Context: an optimization exercise on an open-source flow, tuned for small area. The choices shown serve that exercise and are no tape-out recipe. Function was checked by simulation only, so behaviour that the tests miss may differ from the original. No driver is modelled on the clock port, so clocking that relies on it looks cheaper here than on a real chip. No activity file was given, so power comes from the tool's default toggle rates.

==> inputs of v11 <==
==> flow/design.v <==
module PushBTN(input clk, input in, input v5, input v6, output out);
    reg [6:0] q;
    always @(posedge clk) q <= {q[5:0], in};
    assign out = q[3] & q[4] & q[5] & v5 & ~(q[6] & v6);
endmodule
`timescale 1ns / 1ps
module MainProgram(input clk, rst, enable,
input [4:0] buttons_input,
output [0:6] segment,
output [3:0] anodes,
output reg led_mode,
output seg_dec_point,
output [3:0] led,
output sound);
    wire [4:0] btn;
    wire v5, v6;
    generate for (genvar i = 0; i < 5; i = i + 1) begin : g_btn
        PushBTN b(clk, buttons_input[i], v5, v6, btn[i]);
    end
    endgenerate
    wire b_mode = btn[0], b_left = btn[1], b_right = btn[2], b_up = btn[3], b_down = btn[4];
    reg [14:0] ctr;
    always @(posedge clk) begin
        if (rst) ctr <= 15'd0;
        else ctr <= ctr + 15'd1;
    end
    wire tick = (ctr == 15'h3fff);
    reg rdy;
    always @(posedge clk) begin
        if (rst) rdy <= 1'b0;
        else if (ctr[3]) rdy <= 1'b1;
    end
    assign v5 = rdy | ctr[3] | (ctr[2] & ctr[1]);
    assign v6 = rdy | ctr[3] | (ctr[2] & ctr[1] & ctr[0]);
    reg [7:0] sc;
    always @(posedge clk) begin
        if (rst) sc <= 8'd0;
        else if (sc == 8'd163) sc <= 8'd0;
        else sc <= sc + 8'd1;
    end
    wire mux_rise = (sc == 8'd81);
    reg [1:0] sw;
    always @(posedge clk) begin
        if (rst) sw <= 2'd0;
        else if (mux_rise & enable) sw <= sw + 2'd1;
    end
    reg [5:0] sec;
    reg [3:0] mu, hu;
    reg [2:0] mt;
    reg [1:0] ht;
    reg [3:0] lmu, lhu;    
    reg [2:0] lmt;
    reg [1:0] lht;
    reg load_d, load_p;
    wire c_min  = enable & (sec == 6'd59);
    wire c_mt   = c_min & (mu == 4'd9);
    wire c_hr   = c_mt & (mt == 3'd5);
    wire wrap   = c_hr & (hu == 4'd3) & (ht == 2'd2);
    wire c_ht   = c_hr & (hu == 4'd9);
    always @(posedge clk) begin
        if (rst) begin
            sec <= 6'd0; mu <= 4'd0; mt <= 3'd0; hu <= 4'd0; ht <= 2'd0;
        end else if (tick) begin
            if (enable) sec <= (sec == 6'd59) ? 6'd0 : sec + 6'd1;
            if (load_p) begin
                mu <= lmu; mt <= lmt; hu <= lhu; ht <= lht;
            end else begin
                if (c_min) mu <= (mu == 4'd9) ? 4'd0 : mu + 4'd1;
                if (c_mt)  mt <= (mt == 3'd5) ? 3'd0 : mt + 3'd1;
                if (wrap) begin
                    hu <= 4'd0; ht <= 2'd0;
                end else begin
                    if (c_hr) hu <= (hu == 4'd9) ? 4'd0 : hu + 4'd1;
                    if (c_ht) ht <= ht + 2'd1;
                end
            end
        end
    end
    reg current_mode;
    reg init;
    reg [1:0] s;
    always @(posedge clk) begin
        if (rst | b_mode) begin
            init <= 1'b1; s <= 2'd0;
        end else if (init) begin
            init <= 1'b0;
        end else if (b_right) s <= s + 2'd1;
        else if (b_left) s <= s - 2'd1;
    end
    reg [3:0] tmu, thu, Amu, Ahu;
    reg [2:0] tmt, Amt;
    reg [1:0] tht, Aht;
    wire grp = s[1];                  
    wire [3:0] smu = grp ? Amu : tmu;
    wire [2:0] smt = grp ? Amt : tmt;
    wire [3:0] shu = grp ? Ahu : thu;
    wire [1:0] sht = grp ? Aht : tht;
    wire up = b_up & ~init;
    wire dn = b_down & ~init;
    reg [3:0] nmu; reg [2:0] nmt;
    always @(*) begin
        nmu = smu; nmt = smt;
        if (up & smu == 4'd9 & smt == 3'd5) begin nmu = 4'd0; nmt = 3'd0; end
        else if (dn & smu == 4'd0 & smt == 3'd0) begin nmu = 4'd9; nmt = 3'd5; end
        else if (up) begin
            if (smu == 4'd9) begin nmu = 4'd0; nmt = smt + 3'd1; end
            else nmu = smu + 4'd1;
        end else if (dn) begin
            if (smu == 4'd0) begin nmu = 4'd9; nmt = smt - 3'd1; end
            else nmu = smu - 4'd1;
        end
    end
    reg [3:0] nhu; reg [1:0] nht;
    always @(*) begin
        nhu = shu; nht = sht;
        if (up & shu == 4'd3 & sht == 2'd2) begin nhu = 4'd0; nht = 2'd0; end
        else if (dn & shu == 4'd0 & sht == 2'd0) begin nhu = 4'd3; nht = 2'd2; end
        else if (up) begin
            if (shu == 4'd9) begin nhu = 4'd0; nht = sht + 2'd1; end
            else nhu = shu + 4'd1;
        end else if (dn) begin
            if (shu == 4'd0) begin nhu = 4'd9; nht = sht - 2'd1; end
            else nhu = shu - 4'd1;
        end
    end
    always @(posedge clk) begin
        if (rst) begin
            tmu <= 0; tmt <= 0; thu <= 0; tht <= 0;
        end else if (init) begin
            tmu <= mu; tmt <= mt; thu <= hu; tht <= ht;
        end else if (s == 2'd0) begin
            thu <= nhu; tht <= nht;
        end else if (s == 2'd1) begin
            tmu <= nmu; tmt <= nmt;
        end
    end
    wire alarm_edit = current_mode & ~b_mode;
    always @(posedge clk) begin
        if (rst) begin
            Amu <= 0; Amt <= 0; Ahu <= 0; Aht <= 0;
        end else if (alarm_edit & s == 2'd2) begin
            Ahu <= nhu; Aht <= nht;
        end else if (alarm_edit & s == 2'd3) begin
            Amu <= nmu; Amt <= nmt;
        end
    end
    wire time_changed = {tmu, tmt, thu, tht} != {mu, mt, hu, ht};
    wire leave = b_mode & current_mode;
    wire ld = leave & time_changed;
    always @(posedge clk) begin
        if (rst) begin
            current_mode <= 1'b0;
        end else begin
            if (b_mode) current_mode <= ~current_mode;
        end
    end
    always @(posedge clk) begin
        if (ld) begin
            lmu <= tmu; lmt <= tmt; lhu <= thu; lht <= tht;
        end
    end
    always @(posedge clk) begin
        if (rst) begin
            load_d <= 1'b0; load_p <= 1'b0;
        end else begin
            load_d <= ld;
            if (load_d) load_p <= 1'b1;
            else if (tick) load_p <= 1'b0;
        end
    end
    reg alarm_flag;
    wire at_alarm = {mu, mt, hu, ht} == {Amu, Amt, Ahu, Aht};
    always @(posedge clk) begin
        if (rst) alarm_flag <= 1'b0;
        else if (btn != 5'd0) alarm_flag <= 1'b0;
        else if (~current_mode & at_alarm & sec == 6'd0) alarm_flag <= 1'b1;
        else if (current_mode) alarm_flag <= 1'b0;
    end
    always @(posedge clk) begin
        if (rst) led_mode <= 1'b0;
        else if (tick) led_mode <= alarm_flag ? ~led_mode : current_mode;
    end
    reg [5:0] bc;
    reg snd;
    always @(posedge clk) begin
        if (rst) bc <= 6'd0;
        else if (bc == 6'd0) bc <= ctr[11] ? 6'd36 : 6'd17;
        else bc <= bc - 6'd1;
    end
    always @(posedge clk) begin
        if (rst) snd <= 1'b0;
        else if (~(alarm_flag & led_mode)) snd <= 1'b0;
        else if (bc == 6'd0) snd <= ~snd;
    end
    assign sound = snd;
    reg [3:0] numbers;
    reg [3:0] dig;
    always @(*) begin
        if (current_mode)
            case (sw)
                2'd0: dig = smu;
                2'd1: dig = {1'b0, smt};
                2'd2: dig = shu;
                default: dig = {2'b00, sht};
            endcase
        else
            case (sw)
                2'd0: dig = mu;
                2'd1: dig = {1'b0, mt};
                2'd2: dig = hu;
                default: dig = {2'b00, ht};
            endcase
    end
    always @(posedge clk) numbers <= dig;
    reg [0:6] seg;
    always @(*) begin
        case (numbers)
            4'd0: seg = 7'b0000001;
            4'd1: seg = 7'b1001111;
            4'd2: seg = 7'b0010010;
            4'd3: seg = 7'b0000110;
            4'd4: seg = 7'b1001100;
            4'd5: seg = 7'b0100100;
            4'd6: seg = 7'b0100000;
            4'd7: seg = 7'b0001111;
            4'd8: seg = 7'b0000000;
            4'd9: seg = 7'b0000100;
            default: seg = 7'b0000001;
        endcase
    end
    assign segment = seg;
    assign anodes = ~enable ? 4'b1111 : ~(4'b0001 << sw);
    assign seg_dec_point = ~enable | (sw != 2'd2) | current_mode | ctr[14];
    assign led = (current_mode & ~init) ? (4'b1000 >> s) : 4'b0000;
endmodule
==> flow/flow/run.sh <==
#!/bin/bash
set -euo pipefail
here=$(pwd)
export BUFFER_PORTS_ARGS="-buffer_cell sky130_fd_sc_hd__buf_1"
export CTS_ARGS="-sink_clustering_enable -repair_clock_nets -buf_list sky130_fd_sc_hd__clkbuf_4 -dont_use_dummy_load"
export POST_CTS_TCL="$here/flow/post_cts.tcl"
bash standard.sh finish > "$here/make.log" 2>&1
==> flow/flow/post_cts.tcl <==
# Upsize clock buffers (clkbuf_2 -> clkbuf_4 -> clkbuf_8) whose sinks see a
# slew above lim, then legalize the placement again.
proc fix_clk_slew {lim} {
  estimate_parasitics -placement
  set changed 0
  foreach i [get_cells -hierarchical clkbuf_*] {
    set o [get_pins -of_objects $i -filter "direction==output"]
    set n [get_nets -of_objects $o]
    set mx 0
    foreach p [get_pins -of_objects $n -filter "direction==input"] {
      foreach rf {rise fall} {
        set s [get_property -object_type pin $p slew_max_$rf]
        if {$s > $mx} { set mx $s }
      }
    }
    if {$mx > $lim} {
      set r [get_property $i ref_name]
      set nr ""
      if {$r == "sky130_fd_sc_hd__clkbuf_2"} { set nr sky130_fd_sc_hd__clkbuf_4 }
      if {$r == "sky130_fd_sc_hd__clkbuf_4"} { set nr sky130_fd_sc_hd__clkbuf_8 }
      if {$nr != ""} {
        puts "fix_clk_slew: [get_full_name $i] $r -> $nr (slew $mx)"
        replace_cell $i $nr
        incr changed
      }
    }
  }
  return $changed
}
for {set k 0} {$k < 3} {incr k} {
  if {[fix_clk_slew 0.105] == 0} { break }
}
detailed_placement
check_placement -verbose
estimate_parasitics -placement
==> flow/standard.sh <==
#!/bin/bash
# synth_recipe.tcl (not shown) runs the flow's synth.tcl, then flattens the netlist and writes it again
# the make line also repeats each setting of config.mk as NAME=value (left out here)
make -C /OpenROAD-flow-scripts/flow DESIGN_CONFIG=/design/flow/config.mk WORK_HOME=/design/flow/orfs CLKGATE_MAP_FILE= SYNTH_SCRIPT=/design/flow/synth_recipe.tcl "${@:-finish}"
==> flow/config.mk <==
export PLATFORM = sky130hd
export DESIGN_NAME = MainProgram
export DESIGN_NICKNAME = MainProgram
export VERILOG_FILES = /design/flow/design.v
export SDC_FILE = /design/flow/constraint.sdc
export NUM_CORES = 4
export LEC_CHECK = 0
export CAP_MARGIN = 20
export CORE_MARGIN = 2
export CORE_UTILIZATION = 40
export SLEW_MARGIN = 20
==> flow/constraint.sdc <==
create_clock -name core_clock -period 10.0 [get_ports {clk}]
set_input_delay 2.0000 -clock core_clock [delete_from_list [all_inputs] [get_ports {clk}]]
set_output_delay 2.0000 -clock core_clock [all_outputs]
set_load 0.01 [all_outputs]
==> v6: changes against v11 <==
--- a/flow/design.v
+++ b/flow/design.v
@@ -1,6 +1,9 @@
-module PushBTN(input clk, input in, input v5, input v6, output out);
+module PushBTN(input clk, input rst, input in, output out);
     reg [6:0] q;
-    always @(posedge clk) q <= {q[5:0], in};
-    assign out = q[3] & q[4] & q[5] & v5 & ~(q[6] & v6);
+    always @(posedge clk) begin
+        if (rst) q <= 7'b0;
+        else q <= {q[5:0], in};
+    end
+    assign out = q[3] & q[4] & q[5] & ~q[6];
 endmodule
 `timescale 1ns / 1ps
@@ -14,7 +17,6 @@
 output sound);
     wire [4:0] btn;
-    wire v5, v6;
     generate for (genvar i = 0; i < 5; i = i + 1) begin : g_btn
-        PushBTN b(clk, buttons_input[i], v5, v6, btn[i]);
+        PushBTN b(clk, rst, buttons_input[i], btn[i]);
     end
     endgenerate
@@ -26,11 +28,4 @@
     end
     wire tick = (ctr == 15'h3fff);
-    reg rdy;
-    always @(posedge clk) begin
-        if (rst) rdy <= 1'b0;
-        else if (ctr[3]) rdy <= 1'b1;
-    end
-    assign v5 = rdy | ctr[3] | (ctr[2] & ctr[1]);
-    assign v6 = rdy | ctr[3] | (ctr[2] & ctr[1] & ctr[0]);
     reg [7:0] sc;
     always @(posedge clk) begin
==> flow/run.sh (new file) <==
#!/bin/bash
# synth_recipe.tcl (not shown) runs the flow's synth.tcl, then flattens the netlist and writes it again
# the make line also repeats each setting of config.mk as NAME=value (left out here)
make -C /OpenROAD-flow-scripts/flow DESIGN_CONFIG=/design/flow/config.mk WORK_HOME=/design/flow/orfs CLKGATE_MAP_FILE= SYNTH_SCRIPT=/design/flow/synth_recipe.tcl finish
- ABC_AREA: unset -> 1
removed: flow/flow/run.sh
removed: flow/flow/post_cts.tcl
removed: flow/standard.sh
==> run notes <==
| item | v11 | v6 |
|---|---|---|
| RD Place Congestion | 0.8989 | 0.8884 |
| Fraction of area in registers | 38.74% | 33.82% |
| Sequential Power Share | 61.1% | 44.4% |
| Routed WL | 17.80 mm | 18.24 mm |
| Fraction of the mapped netlist area in simple logic gates | 20.55% | 30.54% |
| Min-Delay Endpoint | g_btn[1].b.q[3] | g_btn[1].b.q[2] |
| Group drawing the most power | sequential cells | the clock network |
| Area used by sequential logic in the layout | 0.002953 sq mm | 0.002933 sq mm |
| Share of cell area taken by multi-input logic gates | 51.74% | 45.92% |
| WP data arrival | 2.95 ns | 3.27 ns |
| Slowest-stage cell, CP | sky130_fd_sc_hd__buf_1 | sky130_fd_sc_hd__clkdlybuf4s50_1 |
| Compound-Gate Fraction of Synth Area | 17.23% | 13.83% |
| Fin area | 0.007622 sq mm | 0.008671 sq mm |
| Proportion of total power due to net switching | 25.57% | 25.27% |
| Number of distinct library cells after synthesis | 84 | 52 |
| Instance count along the most critical hold path | 0 | 2 |
| Run status | no timing/DRC/antenna violations | no timing/DRC/antenna violations |
| DP HPWL | 12.56 mm | 13.30 mm |
| Effective utilization at floorplan | 40.68% | 40.76% |
| Layout Area Growth over Synthesis | 4.674% | 13.72% |
| Synth Area per Inst | 9.102 sq um | 7.410 sq um |

separate check: timing with driven ports:
The results above use ideal ports. As a check the final layouts listed here were re-extracted and re-timed, cells and wires unchanged. Step 1: set_driving_cell puts a clkbuf_16 on clk and a buf_2 on each other input, an assumption about the parent block. Step 2 adds t to the input delays and takes it off the output delays; t is the mean of the earliest and latest rising clock arrival at the registers after step 1. Input paths then give back, and output paths get back, about the clock's delay inside the block. a / b / c = no drivers / after step 1 / after step 2; a / b = the first two.
run	t (ns)	setup WS [ns]	latest minus earliest clock arrival (ns)
v11	0.458	5.045 / 5.010 / 5.010	0.032 / 0.033
v6	0.471	4.727 / 4.704 / 4.704	0.008 / 0.008
After both steps setup and hold are still met in every run listed. For v11, which loses most, drivers alone change the setup slack by -0.035 ns; drivers and shift together by -0.035 ns.
